What follows belongs to an exercise in optimizing a design on an open flow for small area; a production flow would make more cautious choices.
RTL that was checked went through simulation tests only; none was proved equivalent to the original.
No functional check of the RTL was part of run 4.
Power and IR drop assume default switching activity.

==> design.v <==
module alu_design #(parameter W = 8)(
    input clk, rst, mode, ce, cin,
    input [1:0] inp_valid,
    input [7:0] opa, opb,
    input [3:0] cmd,
    output err, ov, cout, g, l, e,
    output reg [15:0] res
);
localparam F_NONE = 3'd0, F_COUT = 3'd1, F_OV = 3'd2, F_G = 3'd3,
           F_L = 3'd4, F_E = 3'd5, F_ERR = 3'd6;
wire [7:0] a = opa, b = opb;
wire v01 = ~inp_valid[1] &  inp_valid[0];
wire v10 =  inp_valid[1] & ~inp_valid[0];
wire v11 =  inp_valid[1] &  inp_valid[0];
wire [3:0] k = cmd;
wire o_inc  = mode & ((v01 & k == 4'd4) | (v10 & k == 4'd6));
wire o_dec  = mode & ((v01 & k == 4'd5) | (v10 & k == 4'd7));
wire o_add  = mode & v11 & (k == 4'd0 | k == 4'd2);
wire o_sub  = mode & v11 & (k == 4'd1 | k == 4'd3);
wire o_cmp  = mode & v11 & k == 4'd8;
wire o_minc = mode & v11 & k == 4'd9;
wire o_mshl = mode & v11 & k == 4'd10;
wire o_sadd = mode & v11 & k == 4'd11;
wire o_ssub = mode & v11 & k == 4'd12;
wire rot_ok = ~|b[7:4];
wire o_lnorm = ~mode & v11 & (k <= 4'd5);           
wire o_nota = ~mode & v01 & k == 4'd6;
wire o_notb = ~mode & v10 & k == 4'd7;
wire o_shr  = ~mode & ((v01 & k == 4'd8) | (v10 & k == 4'd10));
wire o_shl  = ~mode & ((v01 & k == 4'd9) | (v10 & k == 4'd11));
wire o_rol  = ~mode & v11 & k == 4'd12 & rot_ok;
wire o_ror  = ~mode & v11 & k == 4'd13 & rot_ok;
wire o_err  = ~(o_inc | o_dec | o_add | o_sub | o_cmp | o_minc | o_mshl | o_sadd |
                o_ssub | o_lnorm | o_nota | o_notb | o_shr | o_shl | o_rol | o_ror);
reg [3:0] tt;
always @(*) begin
    if (mode) begin
        case ({inp_valid, k})
            6'b01_0100: tt = 4'b0000;    
            6'b01_0101: tt = 4'b1111;    
            6'b10_0110: tt = 4'b1010;    
            6'b10_0111: tt = 4'b1010;    
            6'b11_0001, 6'b11_0011, 6'b11_1000, 6'b11_1100:
                        tt = 4'b0101;    
            6'b11_1001, 6'b11_1010:
                        tt = 4'b0000;    
            default:    tt = 4'b1010;    
        endcase
    end else begin
        case ({inp_valid, k})
            6'b11_0000: tt = 4'b1000;    
            6'b11_0001: tt = 4'b0111;    
            6'b11_0010: tt = 4'b1110;    
            6'b11_0011: tt = 4'b0001;    
            6'b11_0100: tt = 4'b0110;    
            6'b11_0101: tt = 4'b1001;    
            6'b01_0110: tt = 4'b0011;    
            6'b10_0111: tt = 4'b0101;    
            6'b10_1010, 6'b10_1011:
                        tt = 4'b1010;    
            default:    tt = 4'b1100;    
        endcase
    end
end
wire [7:0] q;
genvar i;
generate
    for (i = 0; i < 8; i = i + 1) begin : lg
        if (i == 0) begin : b0
            assign q[i] = tt[{a[i], b[i]}] & ~o_shr;
        end else begin : bn
            assign q[i] = tt[{a[i], b[i]}];
        end
    end
endgenerate
wire       p_a  = mode & inp_valid[0];
wire       p_ff = mode & ~inp_valid[0] & k[0];          
wire [7:0] p = ({8{p_a}} & a) | {8{p_ff}};
wire       ci = ~mode ? 1'b0 :
                ~(inp_valid[1] & inp_valid[0]) ? ~k[0] :
                k[3] ? ~k[1] : (k[1] ? (cin ^ k[0]) : k[0]);
wire [8:0] c;
wire [7:0] sum;
assign c[0] = ci;
generate
    for (i = 0; i < 8; i = i + 1) begin : add
        alu_fa u_fa (.a(p[i]), .b(q[i]), .c(c[i]), .s(sum[i]), .co(c[i+1]));
    end
endgenerate
wire c8 = c[8];
wire sum_zero = ~|sum;
wire [8:0] binc = {1'b0, b} + {8'd0, o_minc};
wire [2:0] n_rot = b[2:0] ^ {3{k[0]}};               
wire [7:0] oh = 8'd1 << n_rot;
wire y_b   = o_minc | o_mshl;
wire y_oh  = o_rol | o_ror;
wire y_one = ~(o_err | o_cmp | y_b | y_oh | o_shr);
wire [7:0] n_y = ({8{y_b}} & (binc[7:0] | {binc[8], 7'd0})) |
                 ({8{y_oh}} & oh) | {o_shr, 6'd0, y_one};
wire [7:0] n_x = sum | {o_minc & c8 & ~binc[8], 7'd0};
wire n_s    = o_mshl | o_shl | o_ror | (o_minc & (c8 | binc[8]));
wire n_fold = o_rol | o_ror | o_shr;
wire ovs = o_sadd ? ((a[7] & b[7] & ~sum[7] & ~sum_zero) | (~a[7] & ~b[7] & sum[7])) :
                    ((~a[7] & (|a) & b[7] & sum[7]) | (a[7] & ~b[7] & ~sum[7]));
wire n_hiff = (o_dec | o_sub) & ~c8 |
              (o_sadd | o_ssub) & (a[7] ^ b[7] ^ o_ssub ^ c8) |
              (o_lnorm & k[0]) | o_nota | o_notb | o_shr;
wire [2:0] n_fc = o_err ? F_ERR :
                  o_cmp ? (sum_zero ? F_E : (c8 ? F_G : F_L)) :
                  ((o_inc | o_add) & c8) ? F_COUT :
                  (((o_dec | o_sub) & ~c8) | ((o_sadd | o_ssub) & ovs)) ? F_OV : F_NONE;
reg [7:0] x;
reg [7:0] y;
reg       s, fold, hiff;
reg [2:0] fc;
always @(posedge clk)
    if (ce) x <= n_x;
always @(posedge clk or posedge rst) begin
    if (rst) begin
        y <= 0; s <= 0; fold <= 0; hiff <= 0; fc <= F_ERR;
    end else if (ce) begin
        y <= n_y; s <= n_s; fold <= n_fold; hiff <= n_hiff; fc <= n_fc;
    end
end
wire [15:0] m;
  wire pp0_0 = ~(x[0] & y[0]);
  wire pp0_1 = ~(x[1] & y[0]);
  wire pp0_2 = ~(x[2] & y[0]);
  wire pp0_3 = ~(x[3] & y[0]);
  wire pp0_4 = ~(x[4] & y[0]);
  wire pp0_5 = ~(x[5] & y[0]);
  wire pp0_6 = ~(x[6] & y[0]);
  wire pp0_7 = ~(x[7] & y[0]);
  wire pp1_0 = ~(x[0] & y[1]);
  wire pp1_1 = ~(x[1] & y[1]);
  wire pp1_2 = ~(x[2] & y[1]);
  wire pp1_3 = ~(x[3] & y[1]);
  wire pp1_4 = ~(x[4] & y[1]);
  wire pp1_5 = ~(x[5] & y[1]);
  wire pp1_6 = ~(x[6] & y[1]);
  wire pp1_7 = ~(x[7] & y[1]);
  wire pp2_0 = ~(x[0] & y[2]);
  wire pp2_1 = ~(x[1] & y[2]);
  wire pp2_2 = ~(x[2] & y[2]);
  wire pp2_3 = ~(x[3] & y[2]);
  wire pp2_4 = ~(x[4] & y[2]);
  wire pp2_5 = ~(x[5] & y[2]);
  wire pp2_6 = ~(x[6] & y[2]);
  wire pp2_7 = ~(x[7] & y[2]);
  wire pp3_0 = ~(x[0] & y[3]);
  wire pp3_1 = ~(x[1] & y[3]);
  wire pp3_2 = ~(x[2] & y[3]);
  wire pp3_3 = ~(x[3] & y[3]);
  wire pp3_4 = ~(x[4] & y[3]);
  wire pp3_5 = ~(x[5] & y[3]);
  wire pp3_6 = ~(x[6] & y[3]);
  wire pp3_7 = ~(x[7] & y[3]);
  wire pp4_0 = ~(x[0] & y[4]);
  wire pp4_1 = ~(x[1] & y[4]);
  wire pp4_2 = ~(x[2] & y[4]);
  wire pp4_3 = ~(x[3] & y[4]);
  wire pp4_4 = ~(x[4] & y[4]);
  wire pp4_5 = ~(x[5] & y[4]);
  wire pp4_6 = ~(x[6] & y[4]);
  wire pp4_7 = ~(x[7] & y[4]);
  wire pp5_0 = ~(x[0] & y[5]);
  wire pp5_1 = ~(x[1] & y[5]);
  wire pp5_2 = ~(x[2] & y[5]);
  wire pp5_3 = ~(x[3] & y[5]);
  wire pp5_4 = ~(x[4] & y[5]);
  wire pp5_5 = ~(x[5] & y[5]);
  wire pp5_6 = ~(x[6] & y[5]);
  wire pp5_7 = ~(x[7] & y[5]);
  wire pp6_0 = ~(x[0] & y[6]);
  wire pp6_1 = ~(x[1] & y[6]);
  wire pp6_2 = ~(x[2] & y[6]);
  wire pp6_3 = ~(x[3] & y[6]);
  wire pp6_4 = ~(x[4] & y[6]);
  wire pp6_5 = ~(x[5] & y[6]);
  wire pp6_6 = ~(x[6] & y[6]);
  wire pp6_7 = ~(x[7] & y[6]);
  wire pp7_0 = ~(x[0] & y[7]);
  wire pp7_1 = ~(x[1] & y[7]);
  wire pp7_2 = ~(x[2] & y[7]);
  wire pp7_3 = ~(x[3] & y[7]);
  wire pp7_4 = ~(x[4] & y[7]);
  wire pp7_5 = ~(x[5] & y[7]);
  wire pp7_6 = ~(x[6] & y[7]);
  wire pp7_7 = ~(x[7] & y[7]);
  wire hs0 = ~(pp0_6 ^ pp1_5);
  wire hc0 = pp0_6 | pp1_5;
  wire fs1, fc1;
  alu_fa u_fs1 (.a(pp0_7), .b(pp1_6), .c(pp2_5), .s(fs1), .co(fc1));
  wire hs2 = ~(pp3_4 ^ pp4_3);
  wire hc2 = pp3_4 | pp4_3;
  wire fs3, fc3;
  alu_fa u_fs3 (.a(pp1_7), .b(pp2_6), .c(pp3_5), .s(fs3), .co(fc3));
  wire hs4 = ~(pp4_4 ^ pp5_3);
  wire hc4 = pp4_4 | pp5_3;
  wire fs5, fc5;
  alu_fa u_fs5 (.a(pp2_7), .b(pp3_6), .c(pp4_5), .s(fs5), .co(fc5));
  wire hs6 = ~(pp0_4 ^ pp1_3);
  wire hc6 = pp0_4 | pp1_3;
  wire fs7, fc7;
  alu_fa u_fs7 (.a(pp0_5), .b(pp1_4), .c(pp2_3), .s(fs7), .co(fc7));
  wire hs8 = ~(pp3_2 ^ pp4_1);
  wire hc8 = pp3_2 | pp4_1;
  wire fs9, fc9;
  alu_fa u_fs9 (.a(hs0), .b(pp2_4), .c(pp3_3), .s(fs9), .co(fc9));
  wire fs10, fc10;
  alu_fa u_fs10 (.a(pp4_2), .b(pp5_1), .c(pp6_0), .s(fs10), .co(fc10));
  wire fs11, fc11;
  alu_fa u_fs11 (.a(hc0), .b(fs1), .c(hs2), .s(fs11), .co(fc11));
  wire fs12, fc12;
  alu_fa u_fs12 (.a(pp5_2), .b(pp6_1), .c(pp7_0), .s(fs12), .co(fc12));
  wire fs13, fc13;
  alu_fa u_fs13 (.a(fc1), .b(hc2), .c(fs3), .s(fs13), .co(fc13));
  wire fs14, fc14;
  alu_fa u_fs14 (.a(hs4), .b(pp6_2), .c(pp7_1), .s(fs14), .co(fc14));
  wire fs15, fc15;
  alu_fa u_fs15 (.a(fc3), .b(hc4), .c(fs5), .s(fs15), .co(fc15));
  wire fs16, fc16;
  alu_fa u_fs16 (.a(pp5_4), .b(pp6_3), .c(pp7_2), .s(fs16), .co(fc16));
  wire fs17, fc17;
  alu_fa u_fs17 (.a(fc5), .b(pp3_7), .c(pp4_6), .s(fs17), .co(fc17));
  wire fs18, fc18;
  alu_fa u_fs18 (.a(pp5_5), .b(pp6_4), .c(pp7_3), .s(fs18), .co(fc18));
  wire fs19, fc19;
  alu_fa u_fs19 (.a(pp4_7), .b(pp5_6), .c(pp6_5), .s(fs19), .co(fc19));
  wire hs20 = ~(pp0_3 ^ pp1_2);
  wire hc20 = pp0_3 | pp1_2;
  wire fs21, fc21;
  alu_fa u_fs21 (.a(hs6), .b(pp2_2), .c(pp3_1), .s(fs21), .co(fc21));
  wire fs22, fc22;
  alu_fa u_fs22 (.a(hc6), .b(fs7), .c(hs8), .s(fs22), .co(fc22));
  wire fs23, fc23;
  alu_fa u_fs23 (.a(fc7), .b(hc8), .c(fs9), .s(fs23), .co(fc23));
  wire fs24, fc24;
  alu_fa u_fs24 (.a(fc9), .b(fc10), .c(fs11), .s(fs24), .co(fc24));
  wire fs25, fc25;
  alu_fa u_fs25 (.a(fc11), .b(fc12), .c(fs13), .s(fs25), .co(fc25));
  wire fs26, fc26;
  alu_fa u_fs26 (.a(fc13), .b(fc14), .c(fs15), .s(fs26), .co(fc26));
  wire fs27, fc27;
  alu_fa u_fs27 (.a(fc15), .b(fc16), .c(fs17), .s(fs27), .co(fc27));
  wire fs28, fc28;
  alu_fa u_fs28 (.a(fc17), .b(fc18), .c(fs19), .s(fs28), .co(fc28));
  wire fs29, fc29;
  alu_fa u_fs29 (.a(fc19), .b(pp5_7), .c(pp6_6), .s(fs29), .co(fc29));
  wire hs30 = ~(pp0_2 ^ pp1_1);
  wire hc30 = pp0_2 | pp1_1;
  wire fs31, fc31;
  alu_fa u_fs31 (.a(hs20), .b(pp2_1), .c(pp3_0), .s(fs31), .co(fc31));
  wire fs32, fc32;
  alu_fa u_fs32 (.a(hc20), .b(fs21), .c(pp4_0), .s(fs32), .co(fc32));
  wire fs33, fc33;
  alu_fa u_fs33 (.a(fc21), .b(fs22), .c(pp5_0), .s(fs33), .co(fc33));
  wire fs34, fc34;
  alu_fa u_fs34 (.a(fc22), .b(fs23), .c(fs10), .s(fs34), .co(fc34));
  wire fs35, fc35;
  alu_fa u_fs35 (.a(fc23), .b(fs24), .c(fs12), .s(fs35), .co(fc35));
  wire fs36, fc36;
  alu_fa u_fs36 (.a(fc24), .b(fs25), .c(fs14), .s(fs36), .co(fc36));
  wire fs37, fc37;
  alu_fa u_fs37 (.a(fc25), .b(fs26), .c(fs16), .s(fs37), .co(fc37));
  wire fs38, fc38;
  alu_fa u_fs38 (.a(fc26), .b(fs27), .c(fs18), .s(fs38), .co(fc38));
  wire fs39, fc39;
  alu_fa u_fs39 (.a(fc27), .b(fs28), .c(pp7_4), .s(fs39), .co(fc39));
  wire fs40, fc40;
  alu_fa u_fs40 (.a(fc28), .b(fs29), .c(pp7_5), .s(fs40), .co(fc40));
  wire fs41, fc41;
  alu_fa u_fs41 (.a(fc29), .b(pp6_7), .c(pp7_6), .s(fs41), .co(fc41));
  wire hs42 = ~(pp0_1 ^ pp1_0);
  wire hc42 = pp0_1 | pp1_0;
  wire fs43, fc43;
  alu_fa u_fs43 (.a(hs30), .b(pp2_0), .c(hc42), .s(fs43), .co(fc43));
  wire fs44, fc44;
  alu_fa u_fs44 (.a(hc30), .b(fs31), .c(fc43), .s(fs44), .co(fc44));
  wire fs45, fc45;
  alu_fa u_fs45 (.a(fc31), .b(fs32), .c(fc44), .s(fs45), .co(fc45));
  wire fs46, fc46;
  alu_fa u_fs46 (.a(fc32), .b(fs33), .c(fc45), .s(fs46), .co(fc46));
  wire fs47, fc47;
  alu_fa u_fs47 (.a(fc33), .b(fs34), .c(fc46), .s(fs47), .co(fc47));
  wire fs48, fc48;
  alu_fa u_fs48 (.a(fc34), .b(fs35), .c(fc47), .s(fs48), .co(fc48));
  wire fs49, fc49;
  alu_fa u_fs49 (.a(fc35), .b(fs36), .c(fc48), .s(fs49), .co(fc49));
  wire fs50, fc50;
  alu_fa u_fs50 (.a(fc36), .b(fs37), .c(fc49), .s(fs50), .co(fc50));
  wire fs51, fc51;
  alu_fa u_fs51 (.a(fc37), .b(fs38), .c(fc50), .s(fs51), .co(fc51));
  wire fs52, fc52;
  alu_fa u_fs52 (.a(fc38), .b(fs39), .c(fc51), .s(fs52), .co(fc52));
  wire fs53, fc53;
  alu_fa u_fs53 (.a(fc39), .b(fs40), .c(fc52), .s(fs53), .co(fc53));
  wire fs54, fc54;
  alu_fa u_fs54 (.a(fc40), .b(fs41), .c(fc53), .s(fs54), .co(fc54));
  wire fs55, fc55;
  alu_fa u_fs55 (.a(fc41), .b(pp7_7), .c(fc54), .s(fs55), .co(fc55));
  assign m = ~{fc55, fs55, fs54, fs53, fs52, fs51, fs50, fs49, fs48, fs47, fs46, fs45, fs44, fs43, hs42, pp0_0};
wire [15:0] ms = s ? {m[14:0], 1'b0} : m;
wire [7:0]  hi = (hiff ? {8{~fold}} : ms[15:8]) | {7'd0, fc == F_COUT};
wire [7:0]  lo = fold ? (ms[7:0] | ms[15:8]) : ms[7:0];
reg [2:0] fc2;
always @(posedge clk or posedge rst) begin
    if (rst) begin
        res <= 0; fc2 <= F_NONE;
    end else if (ce) begin
        res <= {hi, lo}; fc2 <= fc;
    end
end
assign cout = fc2 == F_COUT;
assign ov   = fc2 == F_OV;
assign g    = fc2 == F_G;
assign l    = fc2 == F_L;
assign e    = fc2 == F_E;
assign err  = fc2 == F_ERR;
endmodule
module alu_fa (input a, b, c, output s, co);
    assign s = a ^ b ^ c;
    assign co = (a & b) | (c & (a ^ b));
endmodule
==> flow/run.sh <==
#!/bin/bash
# Standard ORFS layout with two changes:
#  - synthesis maps logic with an area-oriented ABC script (flow/synth.tcl)
#  - port buffers use the smallest buffer cell
set -euo pipefail
F="$PWD/flow"
bash standard.sh SYNTH_SCRIPT="$F/synth.tcl" \
  "BUFFER_PORTS_ARGS=-buffer_cell sky130_fd_sc_hd__buf_1" finish > standard.log 2>&1
==> flow/area.abc <==
strash
dc2
dch -f
amap
topo
stime -c
dnsize -c
==> flow/synth.tcl <==
# synth_recipe.tcl with one change: the final technology mapping uses the
# area-oriented ABC script beside this file instead of ORFS's speed script.
proc synth {args} { yosys synth -nofsm -noshare {*}$args }
set ::area_abc_script [file join [file dirname [file normalize [info script]]] area.abc]
proc abc {args} {
  set i [lsearch $args -script]
  if {$i >= 0} { lset args [expr {$i + 1}] $::area_abc_script }
  yosys abc {*}$args
}
source $::env(SCRIPTS_DIR)/synth.tcl
# left out here: clear keep_hierarchy, flatten, clean up, hide names made inside functions, write 1_2_yosys.v
==> standard.sh <==
#!/bin/bash
# synth_recipe.tcl (not shown) runs the flow's synth.tcl, then flattens the netlist and writes it again
# the make line also repeats each setting of config.mk as NAME=value (left out here)
make -C /OpenROAD-flow-scripts/flow DESIGN_CONFIG=/design/flow/config.mk WORK_HOME=/design/flow/orfs CLKGATE_MAP_FILE= SYNTH_SCRIPT=/design/flow/synth_recipe.tcl "${@:-finish}"
==> config.mk <==
export PLATFORM = sky130hd
export DESIGN_NAME = alu_design
export DESIGN_NICKNAME = alu_design
export VERILOG_FILES = /design/flow/design.v
export SDC_FILE = /design/flow/constraint.sdc
export NUM_CORES = 4
export LEC_CHECK = 0
export CAP_MARGIN = 20
export CORE_MARGIN = 2
export CORE_UTILIZATION = 60
export CTS_BUF_LIST = sky130_fd_sc_hd__clkbuf_8
export GPL_TIMING_DRIVEN = 0
export SLEW_MARGIN = 20
export SYNTH_HIERARCHICAL = 1
==> constraint.sdc <==
create_clock -name core_clock -period 7.0 [get_ports {clk}]
set_input_delay 1.4000 -clock core_clock [delete_from_list [all_inputs] [get_ports {clk}]]
set_output_delay 1.4000 -clock core_clock [all_outputs]
set_load 0.01 [all_outputs]
==> results of run 1 <==
-- per-module statistics from Yosys, one instance, submodules excluded --
module / times used / flip-flops and latches
alu_fa: 56 / 0
alu_design: 1 / 41
-- repair_timing --
| action | 4_1_cts | 5_1_grt |
|---|---|---|
| endpoints found under the setup margin | 10 | 9 |
| pin swaps | 8 | 12 |
| resized for setup | 56 | 22 |
| setup buffers | 10 | 5 |
-- power by group --
| part | switching (mW) | internal (mW) | total (mW) | leakage [nW] |
|---|---|---|---|---|
| sequential | 0.0307 | 0.282 | 0.313 | 0.484 |
| clock | 0.0864 | 0.0800 | 0.166 | 0.0512 |
| combinational | 0.186 | 0.128 | 0.314 | 1.08 |
| total | 0.303 | 0.490 | 0.793 | 1.62 |
-- metrics by stage --
stage | worst slack (ns) | instances
final | 0.1977 | 689
after global routing | -0.004932 | 689
after CTS | 0.02837 | 684
after detailed placement | -1.344 | 666
after global placement | -1.221 | 665
after floorplan | 0.1045 | 518
-- sequential cells by signal (all words and copies together) (netlist names) --
name,count
x,8
hiff,1
fc2,3
s,1
y,8
fold,1
fc,3
res,16
-- cells by family (layout without fill, tap and decap cells) --
family	count (synthesis)	after routing	synth area share [%]
compound gates	129	129	19.74
fa+ha+maj	69	69	29.57
buf+inv	82	154	7.089
flops	41	41	24.61
simple gates	197	197	18.99
-- worst max-delay path, stage by stage --
cell and delay (ns):
buf_1 0.12, clkinv_2 0.12, nor2_4 0.20, clkinv_4 0.11
o32ai_2 0.25, nor3_1 0.13, o311ai_2 0.12, a31oi_2 0.18
clkinv_2 0.09, a221oi_1 0.07, nor2_1 0.10, nor2_1 0.06
fa_2 0.39, fa_1 0.39, fa_2 0.35, fa_2 0.35
fa_1 0.39, fa_2 0.37, fa_2 0.36, fa_2 0.59
nor4_2 0.05, nand2_1 0.14, a32oi_1 0.12, a221oi_1 0.30
nor3_1 0.09, o21ai_0 0.16
-- cell type report --
type | instances | share of cell area, %
Clock inverter | 2 | 0.2703
Timing Repair Buffer | 64 | 6.390
Multi-Input combinational cell | 395 | 61.66
Inverter | 82 | 6.636
Clock buffer | 6 | 1.622
Sequential cell | 41 | 20.99
Tap cell | 99 | 2.433
-- worst paths after layout --
path                         startpoint  endpoint  slack [ns]  depth (start not counted)
max                        inp_valid[1]     fc[1]        0.20                         26
min in group asynchronous           rst    res[4]        1.12                          2
min reg2reg                       fc[2]     fc[2]        0.48                          2
max in group asynchronous           rst     fc[1]        5.52                          2
max reg2reg                        y[1]    res[6]        0.30                         21
min                               fc[2]     fc[2]        0.48                          2
-- synthesized netlist by cell type, drive strengths merged, types with 3 or more instances --
cell type and count:
a2111oi 3, a211oi 3, a21oi 10, a221oi 5, a22o 4, a31oi 5, clkinv 82, dfrtp 31
edfxtp 8, fa 56, ha 13, nand2 68, nand3 9, nor2 80, nor2b 4, nor3 23
nor4 5, o21a 7, o21ai 40, o22ai 27, o32a 13, or3 3
-- routing by layer --
layer  up-vias  global-route usage (%)  part of all wire, %
met1      1995                   37.25                   40
met5         -                       0                    0
met3        36                   3.878                  4.4
met4         0                   11.80                  3.4
li1       1945                       -                    -
met2       145                   57.19                   52
==> impl_results.md, run 1 <==
- Status: no timing/DRC/antenna violations
- Gpl congestion: 0.9281
- Commonest non-fill, non-tap cell in the layout: nor2_1
- Worst-Skew Late Latency: 0.29 ns
- Overall Global Routing Usage: slightly above 30%
- Pwr Total: 0.7932 mW
- Htree depth: 2
- Die area: 7933 um2
- Die height: 89.07 um
- Crit Path Class: in -> reg
- CP Data Required Time: 7.23 ns
- Share of the synthesized area in the top cell type: roughly a quarter
- Layout cells sized above 1: 15.25%
- Synth-to-layout area growth: 17.26%
- Syn Std Cell Area: 4342 um2
- EDFF count, synth: 8
- Largest net degree at the start of global routing: 39
- Fin crit period: just under 7 ns
- Critical path launch point type: primary input
- Multi-input logic area: around 3100 um2
- DR vias: between 4000 and 5000
- Total clock sinks: 41
- Mapped Avg Cell Area: roughly 8.4 um2
- Initial antenna violation count: 0
- Row cnt: 31
- Setup crit end kind: flip-flop
- Layout Nets: a little under 700
- CTS buffer count: 5
- Clock Tree Buf Depth: 2
- Drt drc: 0
- Period Utilization, post-route: around 97%
- Buffers on Ports: 48
- Vias in the first global route: 4111
- RSZ-0062 raised after global routing: true
- Std-Cell Core Area: between 7000 and 8000 um2
- Sequential element share of the synthesized area: approximately 25%
- Finished Cell Area: 5091 um2
- Worst-case vdd ir drop: approximately 0.082 mV
- Pre-antenna DRT Iters: 5
- Synth top area cells: fa_1, dfrtp_1, clkinv_1, nor2_1, nand2_1
- Yosys warning total: 7
- Final-report max-slew violation count: 0
- Power Dens Cells: 155.8 nW/um2
- Syn Nets: ~610
- Synth area leader: fa_1
- Synth unique cells: 36
- Ys async rst share: around four fifths
- Placed Area: 4668 um2
- Clock Skew: about 0.0074 ns
- Grt ovf: 0
- DP Wirelength: around 9000 um
- Post-DRT Antenna Nets: 0
- Crit-path max FO: 6
- Ant diodes: 0
- Initial Utilization: slightly above 60%
- Number of max-cap violations: 0
- CTS clk-pin slew, worst paths: approximately 0.08 ns
- F_max: 147.0 MHz
- WHS: 0.4791 ns
- DRT Wirelength: ~11000 um
- Cells after Synth: between 500 and 600
- FF/Latch Area: 1069 um2
- Final core occ: 71.34%
- Endpoints failing setup: 0
- Vias per cell: 5.981
- Iter 0 DRT Violations: 230
- Worst Hold Class: reg -> reg
- Hold bufs inserted after CTS: 0
- CTS Root Cell: clkbuf_8
- Die width: 89.07 um
- First-pass GRT wire length: around 19000 um
- Fin. Hold Viols: 0
- Worst-Margin Slew: between 0.6 and 0.7 ns
- Leak: approximately 1.6 nW
- Post-Route Setup TNS: 0 ns
- WL/cell: ~17 um
- Main synth FF type: dfrtp_1
- I/O pin cnt: 49
- Yosys reg bits: 41
- Arrival time at the worst endpoint: between 7 and 8 ns
- Most frequent cells in the layout: nor2_1, nand2_1, clkinv_1
- Fillers: ~610
- Max-slew headroom: between 50% and 60%
- CTS tree: done
==> run 2: changes to the inputs <==
--- a/config.mk
+++ b/config.mk
@@ -7,7 +7,7 @@
 export LEC_CHECK = 0
 export CAP_MARGIN = 20
 export CORE_MARGIN = 2
-export CORE_UTILIZATION = 60
+export CORE_UTILIZATION = 75
 export CTS_BUF_LIST = sky130_fd_sc_hd__clkbuf_8
 export GPL_TIMING_DRIVEN = 0
 export SLEW_MARGIN = 20
==> run 2 against run 1 <==
Compared with the run above:
- the layout now fails its checks (negative setup slack)
- via count is 29% higher
- area after synthesis stayed put
- largest cell class unchanged
- worst hold slack gained 0.016 ns
- clock power rose by 43%
- first-iteration DRC count grew to 6.5 times the previous value
- utilization is 23 points higher
- combinational power up 16%
- fmax fell by 6.6%
- worst setup slack got worse by 0.48 ns
==> impl_results.md, run 2 <==
- Post-Layout Cell Count: 666
- Setup WS post-layout: -0.2797 ns
- Die height: 80.09 um
- Period Utilization, post-route: 104.0%
- Commonest non-fill, non-tap cell in the layout: nor2_1
- DRT Wirelength: 17840 um
- Post-synthesis mux area share: 0%
- Worst-case vdd ir drop: 0.1636 mV
- Synth Area in Adders: between 20 and 30%
- Synth cell count leaders: clkinv_1, nor2_1, nand2_1
- Synth-to-layout area growth: 19.80%
- F_max: 137.4 MHz
- Clock Tree Buf Depth: 2
- Vias in the first global route: between 4000 and 5000
- Number of max-cap violations: 0
- Row cnt: 27
- Placed Area: roughly 4600 um2
- Iter 0 DRT Violations: ~1500
- Grt ovf: 0
- Yosys warning total: 7
- WL/cell: 26.78 um
- Die area: about 6400 um2
- Crit-path max FO: 7
- Layout Nets: approximately 700
- Synth unique cells: 36
- Vias per cell: around 8.0
- Fin crit period: a little over 7 ns
- Worst-Skew Late Latency: just over 0.3 ns
- Htree depth: 2
- First-pass GRT wire length: between 20000 and 25000 um
- Synth top area cells: fa_1, dfrtp_1, clkinv_1, nor2_1, nand2_1
- XOR/XNOR share of the synthesized area: 0%
- Sequential element share of the synthesized area: between 20% and 30%
- Die width: roughly 80 um
- Synth area leader: fa_1
- Total clock sinks: 41
- Critical path launch point type: primary input
- Overall Global Routing Usage: 46.05%
- Leak: between 1.5 and 2 nW
- Crit Path Class: in -> reg
- Hold bufs inserted after CTS: 0
- Dpl cells: ~640
- Syn Std Cell Area: 4342 um2
- Mapped Avg Cell Area: 8.382 um2
- CP Data Required Time: 7.23 ns
- Pwr Total: between 0.9 and 1 mW
- DR vias: roughly 5300
- CTS buffer count: 5
- Simple-gate share of the synthesized area: a little under a fifth
- Worst Hold Class: reg -> reg
- Setup crit end kind: flip-flop
- Post-DRT Antenna Nets: 0
- CTS clk-pin slew, worst paths: 0.10 ns
- DP Wirelength: slightly above 9000 um
- Gpl congestion: just under 1
- I/O pin cnt: a little under 50
- Buffers on Ports: 48
- Layout violations: negative setup slack
- Main synth FF type: dfrtp_1
- Reg with most FFs: res
- Power Dens Cells: 178.3 nW/um2
- Most frequent cells in the layout: nor2_1, nand2_1, clkinv_1
- Yosys reg bits: around 40
- Fin. Hold Viols: 0
- CTS Root Cell: clkbuf_8
- Post-synthesis compound-gate area fraction: between 10% and 20%
- Syn Nets: 614
- Pre-antenna DRT Iters: 11
- Layout cells sized above 1: 17.34%
- Ys async rst share: approximately four fifths
- Most frequent cell after synthesis: clkinv_1
- Largest family of logic cells by synthesized area: adder cells
- Leading registers by flop count: res x16, x x8, y x8
- Endpoints failing setup: 5
- Status: failed layout checks
- Worst-Margin Slew: slightly below 1 ns
- WHS: around 0.5 ns
- Clock Skew: between 0.015 and 0.02 ns
- Cells after Synth: around 520
- Initial antenna violation count: 1
- Finished Cell Area: roughly 5200 um2
- Final-report max-slew violation count: 0
- Reg2Reg Setup Slack: -0.03 ns
- Drt drc: 0
- CTS tree: done
- Setup WS pre-CTS: -1.231 ns
- Ant diodes: 0
- Arrival time at the worst endpoint: about 7.5 ns
- EDFF count, synth: 8
- Initial Utilization: around four fifths
- Largest net degree at the start of global routing: 34
- Max-slew headroom: 33.81%
- Max reg flops: 16
- Fillers: between 150 and 200
- Std-Cell Core Area: between 5000 and 6000 um2
- Share of the synthesized area in the top cell type: around 26%
==> run 2: layout make-up <==
cell class                 count  area [um2]  area share, %
clock buffer                   5       68.82          1.323
multi-input combinational    395        3204          61.61
inverter                      82       332.8          6.399
timing repair buffer          68       367.9          7.072
clock inverter                 3       68.82          1.323
tap                           72       90.09          1.732
sequential                    41        1069          20.54
==> run 2: path summary, 6_finish.rpt <==
| kind | from | to | cells after the start |
|---|---|---|---|
| max in group asynchronous | rst | fc[1] | 2 |
| min in group asynchronous | rst | res[12] | 2 |
| setup / recovery | inp_valid[1] | fc[1] | 24 |
| hold / removal | res[9] | res[9] | 1 |
| hold reg to reg | res[9] | res[9] | 1 |
| setup reg to reg | y[0] | res[14] | 22 |
==> run 2: worst max-delay path, cell delays in order <==
cell and delay [ns]:
buf_1 0.20, clkinv_2 0.16, nand2_1 0.24, o21ai_0 0.30, nor2b_2 0.32, a21oi_1 0.17
clkinv_1 0.18, a221oi_1 0.12, nor2_1 0.12, nor2_1 0.08, fa_2 0.39, fa_1 0.40
fa_2 0.36, fa_1 0.38, fa_1 0.39, fa_2 0.35, fa_2 0.38, fa_2 0.60
nor4_2 0.05, nand2_1 0.14, a32oi_2 0.13, a221oi_2 0.37, nor3_2 0.10, o21ai_1 0.18
==> run 2: cells by family (layout without fill, tap and decap cells) <==
kind of cell / after synthesis / in the layout
AO/OA/AOI/OAI: 129 / 129
adder cells (fa/ha/maj): 69 / 69
buffers and inverters: 82 / 158
flip-flops: 41 / 41
AND/OR/NAND/NOR: 197 / 197
==> run 2: modules after synthesis, one instance, submodules excluded <==
| module | cells | flops+latches | area (um2) |
|---|---|---|---|
| alu_fa | 1 | 0 | 20.02 |
| alu_design | 462 | 41 | 3221 |
==> run 2: where the power goes <==
| group | internal (mW) | switching, mW | total (mW) |
|---|---|---|---|
| clock network | 0.144 | 0.0942 | 0.238 |
| logic | 0.138 | 0.227 | 0.365 |
| registers | 0.282 | 0.0424 | 0.324 |
| total | 0.564 | 0.363 | 0.927 |
==> run 2: metrics by stage <==
stage	utilization, %	TNS, ns
5_1_grt	93.88	-2.838
3_5_place_dp	83.79	-7.111
2_1_floorplan	-	0
6_report	93.88	-0.7020
3_3_place_gp	83.24	-5.511
4_1_cts	90.45	0
==> run 2: metal layers <==
layer	vias to the layer above	global-route usage, %	wire length, um
met1	2302	52.80	5129
met4	0	31.53	2425
met5	-	0	0
met2	757	75.75	7519
li1	1952	-	-
met3	308	11.46	2764
==> run 2: repair_timing <==
item | in CTS | in global routing
resized for setup | 51 | 43
endpoints found under the setup margin | 10 | 10
pin swaps | 14 | 14
buffers inserted | 12 | 7
==> run 3: changes to the inputs <==
==> flow/area.abc (replaced) <==
strash
&get -n
&deepsyn -I 10 -J 50
&put
dch -f
amap
topo
stime -c
dnsize -c
--- a/config.mk
+++ b/config.mk
@@ -7,7 +7,7 @@
 export LEC_CHECK = 0
 export CAP_MARGIN = 20
 export CORE_MARGIN = 2
-export CORE_UTILIZATION = 75
+export CORE_UTILIZATION = 40
 export CTS_BUF_LIST = sky130_fd_sc_hd__clkbuf_8
 export GPL_TIMING_DRIVEN = 0
 export SLEW_MARGIN = 20
==> run 3 against run 2 <==
Compared with the run above:
- the run now finishes clean
- worst setup slack improved by 0.49 ns
- synthesized cell count decreased by 7.1%
- register-to-register slack improved by 0.32 ns
- clock power decreased by 26%
- sequential cell count unchanged
- largest power group is now sequential cells
- combinational power decreased by 21%
- via count decreased by 26%
- clock-buffer cell count increased by 2
- worst hold slack improved by 0.033 ns
- sequential share of layout area increased by 1.1 points
- critical path type unchanged
- total power decreased by 16%
- critical endpoint unchanged
- clock skew decreased by 0.0068 ns
==> impl_results.md, run 3 <==
- Status: no timing/DRC/antenna violations
- Die width: between 100 and 150 um
- Reg with most FFs: res
- Ys async rst share: approximately four fifths
- WL/cell: ~17 um
- Leak: approximately 1.6 nW
- Final-report max-slew violation count: 0
- Finished Cell Area: slightly below 5000 um2
- Synth-to-layout area growth: 18.08%
- DP Wirelength: between 9000 and 10000 um
- Grt ovf: 0
- Total clock sinks: 41
- Hold bufs inserted after CTS: 0
- DR vias: just under 4000
- Yosys warning total: 7
- Overall Global Routing Usage: between 20% and 30%
- Setup WS post-layout: 0.2121 ns
- Std-Cell Core Area: between 10000 and 15000 um2
- CTS Root Cell: clkbuf_8
- Iter 0 DRT Violations: 274
- Vias in the first global route: between 3000 and 4000
- Crit Path Class: in -> reg
- Clock Skew: 0.01200 ns
- Drt drc: 0
- Period Utilization, post-route: slightly below 100%
- Mapped Avg Cell Area: a little under 9 um2
- Placed Area: about 4600 um2
- WHS: 0.5289 ns
- Most frequent cell after synthesis: clkinv_1
- Syn Nets: ~580
- Synth area leader: fa_1
- Synth unique cells: 42
- Commonest non-fill, non-tap cell in the layout: clkinv_1
- Share of the synthesized area in the top cell type: a little over a quarter
- Syn Std Cell Area: roughly 4200 um2
- Worst-case vdd ir drop: around 0.078 mV
- Clock Tree Buf Depth: 2
- Max-slew headroom: 42.13%
- Largest net degree at the start of global routing: 34
- Layout cells sized above 1: 13.90%
- Dpl cells: 665
- CTS tree: done
- Setup WS pre-CTS: -1.467 ns
- Max reg flops: 16
- Vias per cell: 5.723
- Pwr Total: around 0.78 mW
- Worst-Margin Slew: ~0.86 ns
- Initial antenna violation count: 0
- Sequential element share of the synthesized area: between 20% and 30%
- Crit-path max FO: 7
- I/O pin cnt: 49
- Most frequent cells in the layout: clkinv_1, nand2_1, nor2_1
- Htree depth: 2
- Pre-antenna DRT Iters: 5
- Setup crit end kind: flip-flop
- CTS buffer count: 5
- F_max: roughly 150 MHz
- Ant diodes: 0
- First-pass GRT wire length: between 15000 and 20000 um
- Endpoints failing setup: 0
- Largest delay share family, worst path: adder cells
- Synth top area cells: fa_1, dfrtp_1, clkinv_1, nor2_1, edfxtp_1
- Critical Path Max Stage Delay: ~0.60 ns
- Number of max-cap violations: 0
- Most frequent CP cell: fa_2
- Post-DRT Antenna Nets: 0
- Leading registers by flop count: res x16, x x8, y x8
- Arrival time at the worst endpoint: about 7 ns
- Row cnt: 37
- Fin crit period: approximately 6.8 ns
- Synth cell count leaders: clkinv_1, nor2_1, nand2_1
- CTS clk-pin slew, worst paths: about 0.090 ns
- Power Dens Cells: about 160 nW/um2
- Slowest CP cell: fa_2
- Initial Utilization: 40.99%
- Cells after Synth: just under 500
- Layout Nets: about 650
- Gpl congestion: between 0.9 and 1
- Yosys reg bits: 41
- CP Data Required Time: 7.22 ns
- Critical path launch point type: primary input
- Die height: 106.4 um
- DRT Wirelength: between 10000 and 15000 um
- Post-Layout Cell Count: 690
- Buf/Inv on CP: 6
- Die area: 11320 um2
- EDFF count, synth: 8
- Worst Hold Class: reg -> reg
- Main synth FF type: dfrtp_1
- Buffers on Ports: 48
- Worst-Skew Late Latency: about 0.30 ns
- Fin. Hold Viols: 0
[run 3: final timing paths]
| kind | startpoint | to | slack [ns] | cells after the start |
|---|---|---|---|---|
| setup reg to reg | x[3] | res[7] | 0.29 | 19 |
| max in group asynchronous | rst | y[1] | 5.50 | 2 |
| min in group asynchronous | rst | res[2] | 1.11 | 2 |
| hold reg to reg | res[7] | res[7] | 0.53 | 2 |
| setup / recovery | inp_valid[0] | fc[1] | 0.21 | 27 |
| hold / removal | res[7] | res[7] | 0.53 | 2 |
[run 3: layout make-up]
| type | count | area, um2 |
|---|---|---|
| flip-flops and latches | 41 | 1070 |
| well taps | 136 | 170.2 |
| clock inverters | 1 | 8.758 |
| clock buffers | 7 | 96.34 |
| repair buffers | 65 | 327.8 |
| inverters | 77 | 310.3 |
| fillers | 1015 | 5279 |
| multi-input cells | 363 | 2969 |
[run 3: kinds of logic after synthesis]
kind of cell	Yosys count	synth area share [%]
AOI/OAI and AO/OA	120	19.51
adders and majority gates	69	30.61
buffers and inverters	77	6.891
DFF	41	25.48
and+or+nand+nor	174	17.51
[run 3: what timing repair did]
action,CTS,global route
setup endpoints to repair,8,8
pin swaps,8,10
buffers inserted,11,6
resized for setup,46,12
[run 3: modules after synthesis, one instance, submodules excluded]
| module | cell area (um2) | cells |
|---|---|---|
| alu_design | 3073 | 425 |
| alu_fa | 20.02 | 1 |
[run 3: metal layers]
metal | global-route usage [%] | up-vias | wire length, um
met1 | 29.88 | 1956 | 5237
met2 | 36.81 | 141 | 5786
met4 | 5.357 | 0 | 251
met3 | 2.943 | 15 | 668
met5 | 0 | - | 0
li1 | - | 1837 | -
[run 3: per-stage QoR]
stage / TNS [ns] / util [%]
global placement: -7.759 / 44.58
global route: -0.004157 / 48.40
detailed placement: -7.594 / 44.60
floorplan: 0 / -
finish: 0 / 48.40
CTS: 0 / 47.68
[run 3: worst reg2reg max path, cell delays in order (launching register included)]
cell,delay (ns)
edfxtp_1,0.43
inv_2,0.11
nor2_1,0.05
ha_1,0.27
clkinv_1,0.07
fa_1,0.46
fa_1,0.52
fa_1,0.42
fa_1,0.39
fa_1,0.39
fa_1,0.39
fa_2,0.35
fa_2,0.36
fa_1,0.40
fa_2,0.36
fa_1,0.40
fa_2,0.36
fa_1,0.51
o21a_1,0.21
o221ai_1,0.15
[run 3: report_power, final]
group	internal, mW	total (mW)	switching (mW)
Clock	0.0911	0.176	0.0845
Combinational	0.112	0.287	0.176
Sequential	0.282	0.320	0.0377
Total	0.485	0.783	0.298
==> run 4: changes to the inputs <==
--- a/design.v
+++ b/design.v
@@ -6,8 +6,8 @@
     output err, ov, cout, g, l, e,
     output reg [15:0] res
 );
-localparam F_NONE = 3'd0, F_COUT = 3'd1, F_OV = 3'd2, F_G = 3'd3,
-           F_L = 3'd4, F_E = 3'd5, F_ERR = 3'd6;
+localparam F_NONE = 3'd0, F_COUT = 3'd1, F_OV = 3'd2, F_ERR = 3'd3,
+           F_L = 3'd4, F_G = 3'd5, F_E = 3'd6;
 wire [7:0] a = opa, b = opb;
 wire v01 = ~inp_valid[1] &  inp_valid[0];
 wire v10 =  inp_valid[1] & ~inp_valid[0];
@@ -100,15 +100,15 @@
 wire [7:0] n_x = sum | {o_minc & c8 & ~binc[8], 7'd0};
 wire n_s    = o_mshl | o_shl | o_ror | (o_minc & (c8 | binc[8]));
 wire n_fold = o_rol | o_ror | o_shr;
-wire ovs = o_sadd ? ((a[7] & b[7] & ~sum[7] & ~sum_zero) | (~a[7] & ~b[7] & sum[7])) :
+wire ovs = o_sadd ? ((a[7] & b[7] & ~sum[7] & |{a[6:0], b[6:0]}) | (~a[7] & ~b[7] & sum[7])) :
                     ((~a[7] & (|a) & b[7] & sum[7]) | (a[7] & ~b[7] & ~sum[7]));
 wire n_hiff = (o_dec | o_sub) & ~c8 |
               (o_sadd | o_ssub) & (a[7] ^ b[7] ^ o_ssub ^ c8) |
               (o_lnorm & k[0]) | o_nota | o_notb | o_shr;
-wire [2:0] n_fc = o_err ? F_ERR :
-                  o_cmp ? (sum_zero ? F_E : (c8 ? F_G : F_L)) :
-                  ((o_inc | o_add) & c8) ? F_COUT :
-                  (((o_dec | o_sub) & ~c8) | ((o_sadd | o_ssub) & ovs)) ? F_OV : F_NONE;
+wire [2:0] n_fc = {o_cmp,
+                   o_cmp ? sum_zero :
+                       (o_err | ((o_dec | o_sub) & ~c8) | ((o_sadd | o_ssub) & ovs)),
+                   o_cmp ? c8 & ~sum_zero : (o_err | ((o_inc | o_add) & c8))};
 reg [7:0] x;
 reg [7:0] y;
 reg       s, fold, hiff;
@@ -302,7 +302,7 @@
   assign m = ~{fc55, fs55, fs54, fs53, fs52, fs51, fs50, fs49, fs48, fs47, fs46, fs45, fs44, fs43, hs42, pp0_0};
 wire [15:0] ms = s ? {m[14:0], 1'b0} : m;
 wire [7:0]  hi = (hiff ? {8{~fold}} : ms[15:8]) | {7'd0, fc == F_COUT};
-wire [7:0]  lo = fold ? (ms[7:0] | ms[15:8]) : ms[7:0];
+wire [7:0]  lo = ms[7:0] | ({8{fold}} & {s & m[14], ms[14:8]});
 reg [2:0] fc2;
 always @(posedge clk or posedge rst) begin
     if (rst) begin
==> flow/run.sh (replaced) <==
#!/bin/bash
# Standard ORFS layout with these changes:
#  - synthesis maps logic with an area-oriented ABC script (flow/synth.tcl)
#  - port buffers use the smallest buffer cell
#  - clock tree: large sink clusters and no dummy loads
set -euo pipefail
F="$PWD/flow"
bash standard.sh SYNTH_SCRIPT="$F/synth.tcl" \
  "BUFFER_PORTS_ARGS=-buffer_cell sky130_fd_sc_hd__buf_1" \
  "CTS_ARGS=-sink_clustering_enable -repair_clock_nets -dont_use_dummy_load -buf_list sky130_fd_sc_hd__clkbuf_8 -sink_clustering_size 50 -sink_clustering_max_diameter 300" \
  finish > standard.log 2>&1
--- a/config.mk
+++ b/config.mk
@@ -7,7 +7,7 @@
 export LEC_CHECK = 0
 export CAP_MARGIN = 20
 export CORE_MARGIN = 2
-export CORE_UTILIZATION = 40
+export CORE_UTILIZATION = 60
 export CTS_BUF_LIST = sky130_fd_sc_hd__clkbuf_8
 export GPL_TIMING_DRIVEN = 0
 export SLEW_MARGIN = 20
==> run 4 against run 3 <==
Compared with the run above:
- area after synthesis is 0.21% lower
- cell area is 2.7% lower
- sequential share of layout area is 0.63 points higher
- wire length is 9.0% lower
- register-to-register slack worse by 0.07 ns
- first-iteration DRC count is 18% lower
- synthesized cell count is 0.42% higher
- worst setup slack worse by 0.025 ns
- fmax is 0.36% lower
- clock power is 22% lower
- clock-buffer cell count is 2 lower
==> impl_results.md, run 4 <==
- Number of max-cap violations: 0
- Reg with most FFs: res
- Syn Nets: 579
- DP Wirelength: 8476 um
- Endpoints failing setup: 0
- Fillers: 558
- Worst Hold Class: reg -> reg
- Crit-path max FO: 14
- Gpl congestion: 0.9977
- Power Dens Cells: ~150 nW/um2
- Worst hold path startpoint: res[8]
- WL/cell: 17.35 um
- Share of the synthesized area in the top cell type: a little over a quarter
- Grt ovf: 0
- Dpl cells: slightly above 600
- CTS tree: done
- Iter 0 DRT Violations: about 220
- Max-slew headroom: between 50% and 60%
- Initial Utilization: between 60% and 70%
- Fin. Hold Viols: 0
- Ant diodes: 0
- Most frequent cells in the layout: clkinv_1, nand2_1, nor2_1
- Ys async rst share: about 80%
- R2r endpoint: res[6]
- Synth cell count leaders: clkinv_1, nand2_1, nor2_1
- Syn Std Cell Area: 4185 um2
- CP Data Required Time: between 7 and 8 ns
- Yosys warning total: 7
- Cells after Synth: between 400 and 500
- EDFF count, synth: 8
- Final core occ: between 70 and 80%
- Std-Cell Core Area: a little under 7000 um2
- Finished Cell Area: 4817 um2
- Die height: roughly 90 um
- Vias per cell: 6.327
- Post-Layout Cell Count: around 630
- Worst R2R Path Depth: 19
- Hold path depth: 1
- Worst-Margin Slew: 0.6915 ns
- Setup crit end kind: flip-flop
- Crit Path Class: in -> reg
- Reg2Reg Setup Slack: 0.22 ns
- Die area: 7660 um2
- WHS: 0.4839 ns
- Mapped Avg Cell Area: between 8 and 9 um2
- F_max: 146.8 MHz
- Arrival time at the worst endpoint: approximately 7 ns
- Synth unique cells: 35
- Clock Tree Buf Depth: 2
- Sequential element share of the synthesized area: around a quarter
- Leak: roughly 1.5 nW
- Hold bufs inserted after CTS: 0
- Most frequent cell after synthesis: clkinv_1
- Initial antenna violation count: 0
- Fin crit period: between 6 and 7 ns
- CTS Root Cell: clkbuf_8
- Synth top area cells: fa_1, dfrtp_1, clkinv_1, nand2_1, nor2_1
- Vias in the first global route: just under 4000
- Pre-antenna DRT Iters: 5
- Status: no timing/DRC/antenna violations
- Die width: slightly below 90 um
- I/O pin cnt: 49
- Setup WS post-layout: ~0.19 ns
- Worst-case vdd ir drop: approximately 0.074 mV
- Largest net degree at the start of global routing: 42
- Critical path launch point type: primary input
- Synth area leader: fa_1
- Max reg flops: 16
- Synth-to-layout area growth: 15.10%
- Worst-Skew Late Latency: around 0.3 ns
- Row cnt: 30
- First-pass GRT wire length: between 15000 and 20000 um
- Placed Area: 4468 um2
- Clock Skew: 0.03074 ns
- Post-DRT Antenna Nets: 0
- Main synth FF type: dfrtp_1
- Leading registers by flop count: res x16, x x8, y x8
- Final-report max-slew violation count: 0
- Period Utilization, post-route: 97.32%
- Htree depth: 2
- Drt drc: 0
- CTS clk-pin slew, worst paths: around 0.08 ns
- Setup WS pre-CTS: -1.343 ns
- RR Startpoint: y[1]
- Overall Global Routing Usage: slightly below 30%
- Commonest non-fill, non-tap cell in the layout: clkinv_1
- Layout cells sized above 1: a little over an eighth
- Total clock sinks: 41
- DR vias: just under 4000
- CTS buffer count: 5
- DRT Wirelength: 10860 um
- Layout Nets: 644
- Yosys reg bits: 41
- Buffers on Ports: 48
- Hold Path End: res[8]
run 4: cell types whose count changed after synthesis, sizes merged, moves of 3 or more:
| cell | delta |
|---|---|
| a21oi | -15 |
| o21ai | +5 |
| a221oi | +10 |
| o21a | +3 |
| clkinv | +4 |
| o221ai | -4 |
| nand2 | +7 |
run 4: area by class of cell:
class,instances,area [um2],share of cell area [%]
inverters,81,322.8,6.701
flip-flops and latches,41,1071,22.23
well taps,80,100.1,2.078
repair buffers,58,261.5,5.429
multi-input cells,361,2993,62.13
clock buffers,5,68.82,1.429
run 4: modules after synthesis (local to each module, per instance):
module	cells	flip-flops and latches	area [um2]	times used
alu_fa	1	0	20.02	56
alu_design	427	41	3064	1
run 4: worst max-delay path by stage:
stage	startpoint	endpoint	cells after the start
after detailed placement	cmd[0]	fc[1]	24
after floorplan	inp_valid[0]	fc[1]	23
after CTS	inp_valid[0]	fc[1]	25
after global routing	inp_valid[0]	fc[1]	23
after global placement	cmd[0]	fc[1]	24
final	cmd[0]	fc[1]	22
run 4: worst max-delay path, stage by stage:
cell and delay [ns]:
buf_4 0.18, nor2_1 0.23, clkinv_1 0.16, nor2_1 0.26
a221oi_1 0.11, o21ai_1 0.27, nor2_2 0.15, a221oi_2 0.32
nor3_2 0.10, fa_2 0.37, fa_2 0.35, fa_2 0.35
fa_2 0.35, fa_2 0.35, fa_2 0.36, fa_2 0.39
fa_2 0.49, nor4_2 0.26, nand2_1 0.16, o22ai_2 0.18
a221oi_2 0.05, a22oi_1 0.16
run 4: where the power goes:
part	total, mW	switching, mW	internal [mW]
Combinational	0.265	0.162	0.103
Clock	0.137	0.0724	0.0642
Sequential	0.320	0.0358	0.284
run 4: logic make-up after synthesis:
| group | share of synthesized area, % |
|---|---|
| AND/OR/NAND/NOR | 18.06 |
| AO/OA/AOI/OAI | 18.48 |
| buffers and inverters | 7.265 |
| adder cells (fa/ha/maj) | 30.67 |
| flip-flops | 25.53 |
run 4: per-layer routing:
| metal | part of all wire (%) | track usage [%] | up-vias | wire [um] |
|---|---|---|---|---|
| li1 | - | - | 1803 | - |
| met1 | 41 | 37.94 | 1935 | 4494 |
| met2 | 49 | 49.93 | 185 | 5323 |
| met3 | 5.2 | 3.886 | 38 | 570 |
| met4 | 4.4 | 14.97 | 0 | 475 |
| met5 | 0 | 0 | - | 0 |
run 4: through the flow:
stage                TNS, ns  power [mW]
CTS                 -0.02596      0.7051
finish                     0      0.7217
floorplan                  0      0.4648
global route        -0.03490      0.7667
global placement      -5.744      0.5461
detailed placement    -6.063      0.5530
run 4: repair_timing:
action	CTS	global route
pin swaps	9	9
endpoints found under the setup margin	7	7
buffers inserted	3	7
resized for setup	39	30

-- port drivers added, routing unchanged --
The results above use ideal ports. As a check the final layouts listed here were re-extracted and re-timed, cells and wires unchanged.
Step 1 (the two cells are an assumption about what drives the block):
set clk [get_ports {clk}]
set_driving_cell -lib_cell sky130_fd_sc_hd__clkbuf_16 $clk
set_driving_cell -lib_cell sky130_fd_sc_hd__buf_2 [delete_from_list [all_inputs] $clk]
Step 2 adds t to the input delays and takes it off the output delays; t is the mean of the earliest and latest rising clock arrival at the registers after step 1. Input paths then give back, and output paths get back, about the clock's delay inside the block.
Slacks: no drivers / after step 1 / after step 2; pairs: no drivers / after step 1.
| run | shift t [ns] | slack for setup (ns) | worst hold slack (ns) | pins driven straight from the clock port |
|---|---|---|---|---|
| run 1 | 0.323 | 0.198 / 0.207 / -0.115 | 0.479 / 0.479 / 0.479 | 1 |
| run 2 | 0.332 | -0.280 / -0.276 / -0.608 | 0.495 / 0.495 / 0.495 | 1 |
| run 3 | 0.321 | 0.212 / 0.221 / -0.100 | 0.529 / 0.529 / 0.529 | 1 |
| run 4 | 0.318 | 0.187 / 0.195 / -0.123 | 0.484 / 0.484 / 0.484 | 1 |
Met with ideal ports but missed after step 2: setup timing in run 1, run 3 and run 4. The setup slack of run 2, which loses most, moves by +0.004 ns with the drivers and by -0.328 ns with both steps.
